Background: an optimization exercise with open tools, aiming at small area, a short achievable clock period and few clock cycles. Do not read the settings as production practice. No functional check of the RTL was part of this run. Power is estimated from default activity; no workload was simulated.

==> flow/design.v <==
module alu (
  input             [31:0]  ALU_A,
  input             [31:0]  ALU_B,
  input             [ 3:0]  ALUCtrl,
  output    reg     [31:0]  ALUResult
);
    always @(*) begin
        case(ALUCtrl)
            4'b0000:      ALUResult <= ALU_A + ALU_B;
            4'b1000:      ALUResult <= ALU_A - ALU_B;
            4'b0001:      ALUResult <= ALU_A << ALU_B[4:0];
            4'b0010:      ALUResult <= $signed(ALU_A) < $signed(ALU_B);
            4'b0011:     ALUResult <= ALU_A < ALU_B;
            4'b0100:      ALUResult <= ALU_A ^ ALU_B;
            4'b0101:      ALUResult <= ALU_A >> ALU_B[4:0];
            4'b1101:      ALUResult <= $signed(ALU_A) >>> ALU_B[4:0];
            4'b0110:       ALUResult <= ALU_A | ALU_B;
            4'b0111:      ALUResult <= ALU_A & ALU_B;
            4'b1001:       ALUResult <= ALU_A == ALU_B;
            4'b1010:      ALUResult <= ALU_A != ALU_B;
            4'b1100:       ALUResult <= $signed(ALU_A) >= $signed(ALU_B);
            4'b1011:      ALUResult <= ALU_A >= ALU_B;
            default: begin 
                                ALUResult <= 32'b0; 
            end
        endcase
    end
endmodule
module extend (
    input       [31:7] instr,
    input       [2:0 ] immSrc,
    output reg  [31:0] immExt
);
    always @(*)
    begin
        case(immSrc)
            3'b000: 
                immExt = {{20{instr[31]}}, instr[31:20]};                                        
            3'b001: 
                immExt = {{20{instr[31]}}, instr[31:25], instr[11:7]};                           
            3'b010: 
                immExt = {{20{instr[31]}}, instr[7], instr[30:25], instr[11:8], 1'b0};           
            3'b100:
                immExt = {instr[31], instr[30:12], {12{1'b0}}};                                  
            3'b011: 
                immExt = {{12{instr[31]}}, instr[19:12], instr[20], instr[30:21], 1'b0};         
            default:
                immExt = 32'b0;                                                                  
        endcase
    end
endmodule
module regfile (
    input           clk,
    input           rst_n,
    input   [4 :0]  addr3,
    input           wirte_enable3,
    input   [31:0]  write_data3,
    input   [4 :0]  addr1, addr2,
    output  [31:0]  read_data1, read_data2
);
    reg [31:0] reg_files[31:0];    
    integer i;
    always @(posedge clk or negedge rst_n)
    begin
        if(!rst_n) begin
                for ( i = 0; i < 32; i = i + 1)
                    reg_files[i] <= 32'd0;
        end
        else if (wirte_enable3)
                reg_files[addr3] <= write_data3;
    end
    assign read_data1 = (addr1 != 0) ? reg_files[addr1] : 0;
    assign read_data2 = (addr2 != 0) ? reg_files[addr2] : 0;
endmodule
module decode (
    input               [31:0]  Instr,               
    output      reg     [ 2:0]  ImmSrc,              
    output      reg             ALUSrcB,             
    output      reg             ALUSrcA,             
    output      reg     [ 3:0]  ALUControl,          
    output      reg             RegWriteEn,          
    output      reg     [ 1:0]  RegResultSrc,        
    output      reg     [ 2:0]  TransferCtrl,        
    output      reg             MemWriteEn           
);
    wire [6:0] op = Instr[6:0];
    wire [2:0] funct3 = Instr[14:12];
    wire       funct7_bit_5 = Instr[30];
    reg  [1:0] ALUOp;
    always @(*) begin
        case(op)
            7'b011_0111:
                begin
                    RegWriteEn = 1'b1; ImmSrc = 3'b100; ALUSrcB = 1'b0; ALUSrcA = 1'b0; MemWriteEn = 1'b0; RegResultSrc = 2'b11; ALUOp = 2'b00; TransferCtrl = 3'b000;
                end
            7'b001_0111:
                begin
                    RegWriteEn = 1'b1; ImmSrc = 3'b100; ALUSrcB = 1'b1; ALUSrcA = 1'b1; MemWriteEn = 1'b0; RegResultSrc = 2'b00; ALUOp = 2'b00; TransferCtrl = 3'b000;
                end
            7'b000_0011:
                begin
                    RegWriteEn = 1'b1; ImmSrc = 3'b000; ALUSrcB = 1'b1; ALUSrcA = 1'b0; MemWriteEn = 1'b0; RegResultSrc = 2'b01; ALUOp = 2'b00; TransferCtrl = 3'b000;
                end
            7'b110_0111:
                begin
                    RegWriteEn = 1'b1; ImmSrc = 3'b000; ALUSrcB = 1'b1; ALUSrcA = 1'b0; MemWriteEn = 1'b0; RegResultSrc = 2'b10; ALUOp = 2'b00; TransferCtrl = 3'b011;
                end
            7'b010_0011:
                begin
                    RegWriteEn = 1'b0; ImmSrc = 3'b001; ALUSrcB = 1'b1; ALUSrcA = 1'b0; MemWriteEn = 1'b1; RegResultSrc = 2'b00; ALUOp = 2'b00; TransferCtrl = 3'b000;
                end
            7'b011_0011:
                begin
                    RegWriteEn = 1'b1; ImmSrc = 3'b000; ALUSrcB = 1'b0; ALUSrcA = 1'b0; MemWriteEn = 1'b0; RegResultSrc = 2'b00; ALUOp = 2'b10; TransferCtrl = 3'b000;
                end
            7'b110_0011:
                begin
                    RegWriteEn = 1'b0; ImmSrc = 3'b010; ALUSrcB = 1'b0; ALUSrcA = 1'b0; MemWriteEn = 1'b0; RegResultSrc = 2'b00; ALUOp = 2'b01; TransferCtrl = 3'b001;
                end
            7'b001_0011:
                begin
                    RegWriteEn = 1'b1; ImmSrc = 3'b000; ALUSrcB = 1'b1; ALUSrcA = 1'b0; MemWriteEn = 1'b0; RegResultSrc = 2'b00; ALUOp = 2'b10; TransferCtrl = 3'b000;
                end
            7'b110_1111:
                begin
                    RegWriteEn = 1'b1; ImmSrc = 3'b011; ALUSrcB = 1'b0; ALUSrcA = 1'b0; MemWriteEn = 1'b0; RegResultSrc = 2'b10; ALUOp = 2'b00; TransferCtrl = 3'b010;
                end
            default:
                begin
                    RegWriteEn = 1'b0; ImmSrc = 3'b000; ALUSrcB = 1'b0; ALUSrcA = 1'b0; MemWriteEn = 1'b0; RegResultSrc = 2'b00; ALUOp = 2'b00; TransferCtrl = 3'b000;
                end
        endcase
    end
    always @(*) begin
        case (ALUOp)
            2'b00:   
                ALUControl = 4'b0000;
            2'b01:   
                case (funct3)
                    3'b000: 
                        ALUControl = 4'b1001;
                    3'b001:
                        ALUControl = 4'b1010;
                    3'b100:
                        ALUControl = 4'b0010;
                    3'b101:
                        ALUControl = 4'b1100;
                    3'b110:
                        ALUControl = 4'b0011;
                    3'b111:
                        ALUControl = 4'b1011;
                    default: 
                        ALUControl = 4'b1111;
                endcase 
            2'b10:   
                case (funct3)
                    3'b000: 
                        if(funct7_bit_5 & op[5])
                            ALUControl = 4'b1000;
                        else
                            ALUControl = 4'b0000;
                    3'b001:
                        ALUControl = 4'b0001;
                    3'b010:
                        ALUControl = 4'b0010;
                    3'b011:
                        ALUControl = 4'b0011;
                    3'b100:
                        ALUControl = 4'b0100;
                    3'b101:
                        if(funct7_bit_5)
                            ALUControl = 4'b1101;
                        else
                            ALUControl = 4'b0101;
                    3'b110:
                        ALUControl = 4'b0110;
                    3'b111:
                        ALUControl = 4'b0111;
                    default: 
                        ALUControl = 4'b1111;
                endcase 
            default: 
                ALUControl = 4'b1111;
        endcase
    end
endmodule
module datapath (
    input                    clk,                   
    input                    rst_n,                 
    input        [31:0]      Instr,                 
    input        [ 2:0]      ImmSrc,                 
    input                    ALUSrcB,                
    input                    ALUSrcA,                
    input        [ 3:0]      ALUControl,             
    input                    RegWriteEn,             
    input        [ 1:0]      RegResultSrc,           
    input        [ 2:0]      TransferCtrl,           
    input        [31:0]      MemReadData,            
    output       [31:0]      MemWriteData,           
    output       [31:0]      MemDataAdr,             
    output  reg  [31:0]      PC                      
);
    reg     [31:0]  write_data3;    
    wire    [31:0]  read_data1;     
    wire    [31:0]  read_data2;     
    wire    [31:0]  immExt;          
    wire    [31:0]  ALU_A;           
    wire    [31:0]  ALU_B;           
    wire    [31:0]  ALUResult;
    reg     [31:0]  PCNext;          
    extend U_extend (
        .instr          (Instr[31:7]),
        .immSrc         (ImmSrc     ),
        .immExt         (immExt     )
    );
    assign ALU_A = ALUSrcA ? PC : read_data1;
    assign ALU_B = ALUSrcB ? immExt : MemWriteData;
    alu U_alu (
        .ALU_A               (ALU_A       ),
		.ALU_B               (ALU_B       ),
		.ALUCtrl            (ALUControl   ),
		.ALUResult          (ALUResult    )
    );
    always @(posedge clk or negedge rst_n) begin
        if(!rst_n)
            PC <= 32'h0;
        else
            PC <= PCNext;
    end
    always @(*) begin
        case (TransferCtrl)
            3'b000: PCNext = PC + 32'd4;        
            3'b001: PCNext = ALUResult[0] ? PC + immExt : PC + 32'd4;  
            3'b010: PCNext = PC + immExt;        
            3'b011: PCNext = ALUResult & (~1);   
            default: PCNext = PC;
        endcase
    end
    regfile U_regfile (
        .clk            (clk                ),    
        .rst_n          (rst_n              ),    
        .addr3          (Instr[11: 7]       ),     
        .wirte_enable3  (RegWriteEn         ),    
        .write_data3    (write_data3        ),    
        .addr1          (Instr[19:15]       ),    
        .addr2          (Instr[24:20]       ),    
        .read_data1     (read_data1         ),    
        .read_data2     (read_data2         )     
    );
    always @(*) begin
        case (RegResultSrc)
            2'b00:
                write_data3 = ALUResult;         
            2'b01:
                write_data3 = MemReadData;       
            2'b10:
                write_data3 = PC + 32'd4;        
            2'b11:
                write_data3 = immExt;            
            default: 
                write_data3 = 32'b0;
        endcase
    end
    assign MemDataAdr = ALUResult;
    assign MemWriteData = read_data2;
endmodule
module riscv(
    input            clk,
    input            rst_n,
    input    [31:0]  Instr,
    input    [31:0]  ReadData,
    output   [31:0]  PC,
    output           MemWriteEn,
    output   [31:0]  MemDataAdr,
    output   [31:0]  WriteData
);
    wire ALUSrcB, ALUSrcA, RegWriteEn;
    wire [1:0] ResultSrc;
    wire [2:0] ImmSrc;
    wire [3:0] ALUControl;
    wire [2:0] TransferCtrl;
    decode U_decode (
        .Instr          (Instr          ),
        .ImmSrc         (ImmSrc         ),
        .ALUSrcB        (ALUSrcB        ),
        .ALUSrcA        (ALUSrcA        ),
        .ALUControl     (ALUControl     ),
        .RegWriteEn     (RegWriteEn     ),
        .RegResultSrc   (ResultSrc      ),
        .TransferCtrl   (TransferCtrl   ),
        .MemWriteEn     (MemWriteEn     )
    );
    datapath U_datapath (
        .clk                (clk            ),
        .rst_n              (rst_n          ),
        .Instr              (Instr          ),
        .ImmSrc             (ImmSrc         ),
        .ALUSrcB            (ALUSrcB        ),
        .ALUSrcA            (ALUSrcA        ),
        .ALUControl         (ALUControl     ),
        .RegWriteEn         (RegWriteEn     ),
        .RegResultSrc       (ResultSrc      ),
        .TransferCtrl       (TransferCtrl   ),
        .MemDataAdr         (MemDataAdr     ),
        .MemWriteData       (WriteData      ),
        .MemReadData        (ReadData       ),
        .PC                 (PC             )
    );
endmodule
==> flow/run.sh <==
#!/bin/bash
# synth_recipe.tcl (not shown) runs the flow's synth.tcl, then flattens the netlist and writes it again
# the make line also repeats each setting of config.mk as NAME=value (left out here)
make -C /OpenROAD-flow-scripts/flow DESIGN_CONFIG=/design/flow/config.mk WORK_HOME=/design/flow/orfs CLKGATE_MAP_FILE= SYNTH_SCRIPT=/design/flow/synth_recipe.tcl finish
==> flow/config.mk <==
export PLATFORM = sky130hd
export DESIGN_NAME = riscv
export DESIGN_NICKNAME = riscv
export VERILOG_FILES = /design/flow/design.v
export SDC_FILE = /design/flow/constraint.sdc
export NUM_CORES = 4
export LEC_CHECK = 0
export CAP_MARGIN = 20
export CORE_MARGIN = 2
export CORE_UTILIZATION = 30
export SETUP_SLACK_MARGIN = 0.5
export SLEW_MARGIN = 20
==> flow/constraint.sdc <==
create_clock -name core_clock -period 16.0 [get_ports {clk}]
set_input_delay 3.2000 -clock core_clock [delete_from_list [all_inputs] [get_ports {clk}]]
set_output_delay 3.2000 -clock core_clock [all_outputs]
set_load 0.01 [all_outputs]
==> results.json <==
{
  "status": "no timing/DRC/antenna violations",
  "synth_edf_count": 0,
  "grt_pass1_vias": 70750,
  "io-pin-count": 163,
  "crit_required_ns": 12.80,
  "antenna_found_initial": 62,
  "setup_viol_count_final": 0,
  "totalWireLength_um": 482800,
  "synth-seq-cells": 1024,
  "startpoint_type": "input port",
  "die_w_um": 476.7,
  "clkTransAtPathRegs_ns": 0.06,
  "insertion_delay_ns": 0.82,
  "cts-root-buf": "clkbuf_16",
  "numClockSinks": 1024,
  "powerDensity_nw_per_um2": 97.65,
  "grt_max_degree": 166,
  "synthTopCellsByArea": "dfrtp_1 (38%), a22oi_1 (8.3%), nand2_1 (4.7%)",
  "htree_num_levels": 3,
  "wl_per_cell_um": 44.20,
  "slew_violations": 0,
  "synth.top_cell.area_share_pct": 38.22,
  "vias": 77410,
  "hold_path_class": "register to register",
  "post-cts-setup-buffer-count": 0,
  "syn_nets": 8113,
  "synth_top_area_cell": "dfrtp_1",
  "rsz0062_at_grt": "no",
  "criticalPathCategory": "input port to output port",
  "critPathMaxFanout": 14,
  "synth.distinct_cells": 103,
  "ir_worst_vdd_uv": 86.68,
  "stdcell_count": 10920,
  "initial_core_util_pct": 30.19,
  "rows": 173,
  "yosys-top-cells-count": "dfrtp_1 (1,024), nand2_1 (843), a22oi_1 (745)",
  "grt_pass1_wl_um": 643400,
  "dpl.cell_count": 10650,
  "syn_area_sq_um": 67040,
  "ys.flop_type": "dfrtp_1",
  "hpwlAfterDp_um": 337700,
  "numCtsBuffers": 116,
  "end_kind": "output port",
  "grt_usage_pct": 40.83,
  "maxCapViolCount": 0,
  "cts_tree": "done",
  "first_iter_violations": 15640,
  "dieArea_sq_um": 227300,
  "post_cts_resize_count": 0,
  "grt_overflow_total": 0,
  "avgViaCountPerCell": 7.087,
  "coreArea_sq_um": 222100,
  "synthCells": 7914,
  "slew_headroom_pct": 7.070,
  "cts.path.max_buffers": 3,
  "finalClockSkew_ns": 0.06589,
  "fmax_mhz": 64.75,
  "hold_buffers": 0,
  "ys_seq_area_share_pct": 38.22,
  "final-hold-violation-count": 0,
  "first_pass_iters": 10,
  "final_nets": 7997,
  "drive_above_1_share_pct": 12.70,
  "die_h_um": 476.7,
  "area_delta_synth_final_pct": 15.52,
  "power_leakage_uw": 0.03297,
  "crit_arrival_ns": 12.24,
  "ys_async_sr_fraction_pct": 100.0,
  "ant_nets": 0,
  "synth_most_common_cell": "dfrtp_1",
  "timing.final.crit_share_pct": 96.52,
  "finalCriticalPeriod_ns": 15.44,
  "yosysWarnings": 6,
  "io_buffers": 162,
  "routabilityCongestion": 1.096,
  "drcViolationCount": 0,
  "avgSynthCellArea_sq_um": 8.471,
  "worstMarginPinSlew_ns": 1.389,
  "totalNegativeSetupSlack_ns": 0
}
==> logic make-up after synthesis <==
group / count (synthesis) / synth area share (%)
XOR/XNOR: 73 / 0.9537
flip-flops: 1024 / 38.22
buffers and inverters: 927 / 5.797
AND/OR/NAND/NOR: 2650 / 19.03
adder cells (fa/ha/maj): 133 / 2.516
multiplexers: 265 / 4.339
AO/OA/AOI/OAI: 2842 / 29.14
==> cell usage in the layout, fill, tap and decap left out, drive strengths merged, types with 44 or more instances in the layout <==
cell type / count
nand4: 146
and3: 391
dfrtp: 1024
nand2: 843
buf: 401
inv: 139
a21oi: 440
o211ai: 63
o31ai: 235
or3: 45
nor2: 681
nor3: 100
diode: 51
mux2: 85
a22o: 53
nand3: 163
o22ai: 44
a31oi: 96
a2111oi: 114
a22oi: 750
clkbuf: 166
o21ai: 609
ha: 130
a221oi: 56
mux2i: 168
clkdlybuf4s50: 156
a21o: 51
==> routing by layer <==
layer / wire (um) / GRT usage, % / vias to the layer above
met4: 53630 / 34.83 / 38
met2: 187600 / 56.00 / 7524
met3: 71870 / 18.12 / 2573
li1: - / - / 29630
met1: 169300 / 48.22 / 37650
met5: 329 / 0.5462 / -
==> where the power goes <==
| part | internal [uW] | total, uW | switching, uW |
|---|---|---|---|
| logic | 496 | 1740 | 1240 |
| clock network | 1680 | 2930 | 1250 |
| registers | 2690 | 2890 | 202 |
==> worst paths after layout <==
path / cells past startpoint / endpoint / slack [ns] / from
worst max-delay path: 23 / MemDataAdr[31] / 0.56 / Instr[22]
worst min-delay path: 2 / U_datapath.U_regfile.reg_files[12][4]$_DFFE_PN0P_ / 0.50 / U_datapath.U_regfile.reg_files[12][4]$_DFFE_PN0P_
worst max register to register: 21 / U_datapath.U_regfile.reg_files[20][31]$_DFFE_PN0P_ / 7.32 / U_datapath.U_regfile.reg_files[3][8]$_DFFE_PN0P_
worst min register to register: 2 / U_datapath.U_regfile.reg_files[12][4]$_DFFE_PN0P_ / 0.50 / U_datapath.U_regfile.reg_files[12][4]$_DFFE_PN0P_
max in group asynchronous: 4 / U_datapath.U_regfile.reg_files[25][15]$_DFFE_PN0P_ / 10.36 / rst_n
min in group asynchronous: 1 / U_datapath.U_regfile.reg_files[15][11]$_DFFE_PN0P_ / 2.44 / rst_n
==> through the flow <==
step	worst slack (ns)	utilization, %	instance area [sq um]	hold slack (ns)	total power [uW]
final	0.5563	34.87	77440	0.5027	7562
after floorplan	4.062	-	67040	0.4575	3671
after global routing	0.6327	34.83	77360	0.5336	7689
after global placement	1.139	32.90	73070	0.4791	4552
after detailed placement	1.149	32.91	73100	0.4880	4557
after CTS	1.132	34.75	77170	0.5027	7439
==> critical path, cell delays in order <==
cell and delay [ns]:
clkdlybuf4s50_1 0.98, or3b_1 0.59, nor2_4 0.99, buf_4 0.45, a22oi_1 0.14, nand2_1 0.08
or4_1 0.41, nor2_1 0.28, a21oi_1 0.31, inv_1 0.10, ha_1 0.24, nor2b_1 0.16
o21ai_0 0.32, a31oi_1 0.20, nor3_1 0.20, o21ai_0 0.13, a31oi_1 0.59, nor3_1 0.17
a2111oi_0 1.00, o21ai_0 0.23, a221oi_1 0.46, nand3_1 0.35, clkdlybuf4s50_1 0.59
==> cell type report <==
cell class | instances | area, sq um
repair buffers | 557 | 4827
fillers | 23140 | 144600
diodes | 51 | 127.6
clock buffers | 166 | 3392
well taps | 2975 | 3722
multi-input cells | 5963 | 38560
inverters | 136 | 510.5
clock inverters | 51 | 679.4
flip-flops and latches | 1024 | 25620
==> registers in the layout, indices dropped and copies added (netlist names) <==
register                        flops
U_datapath.PC                      32
U_datapath.U_regfile.reg_files    992

afterwards: timing with drivers on the ports:
In the flow no input, the clock included, has a driving cell. The finished layout below was timed again as built, in two steps. Step 1 (the two cells are an assumption about what drives the block):
set clk [get_ports {clk}]
set_driving_cell -lib_cell sky130_fd_sc_hd__clkbuf_16 $clk
set_driving_cell -lib_cell sky130_fd_sc_hd__buf_2 [delete_from_list [all_inputs] $clk]
Step 2 times the ports against the registers' clock, not the clock port: input delays grow and output delays shrink by t, the midpoint of the rising clock arrivals with the driver on. a / b / c = ideal / step 1 / step 2; a / b = the first two.
shift t [ns]: 0.886
setup slack, ns: 0.556 / 0.529 / 0.529
hold slack, ns: 0.503 / 0.503 / 0.503
latest minus earliest clock arrival (ns): 0.066 / 0.066
After both steps setup and hold are still met in this run. The setup slack of this run moves by -0.027 ns with the drivers and by -0.027 ns with both steps.
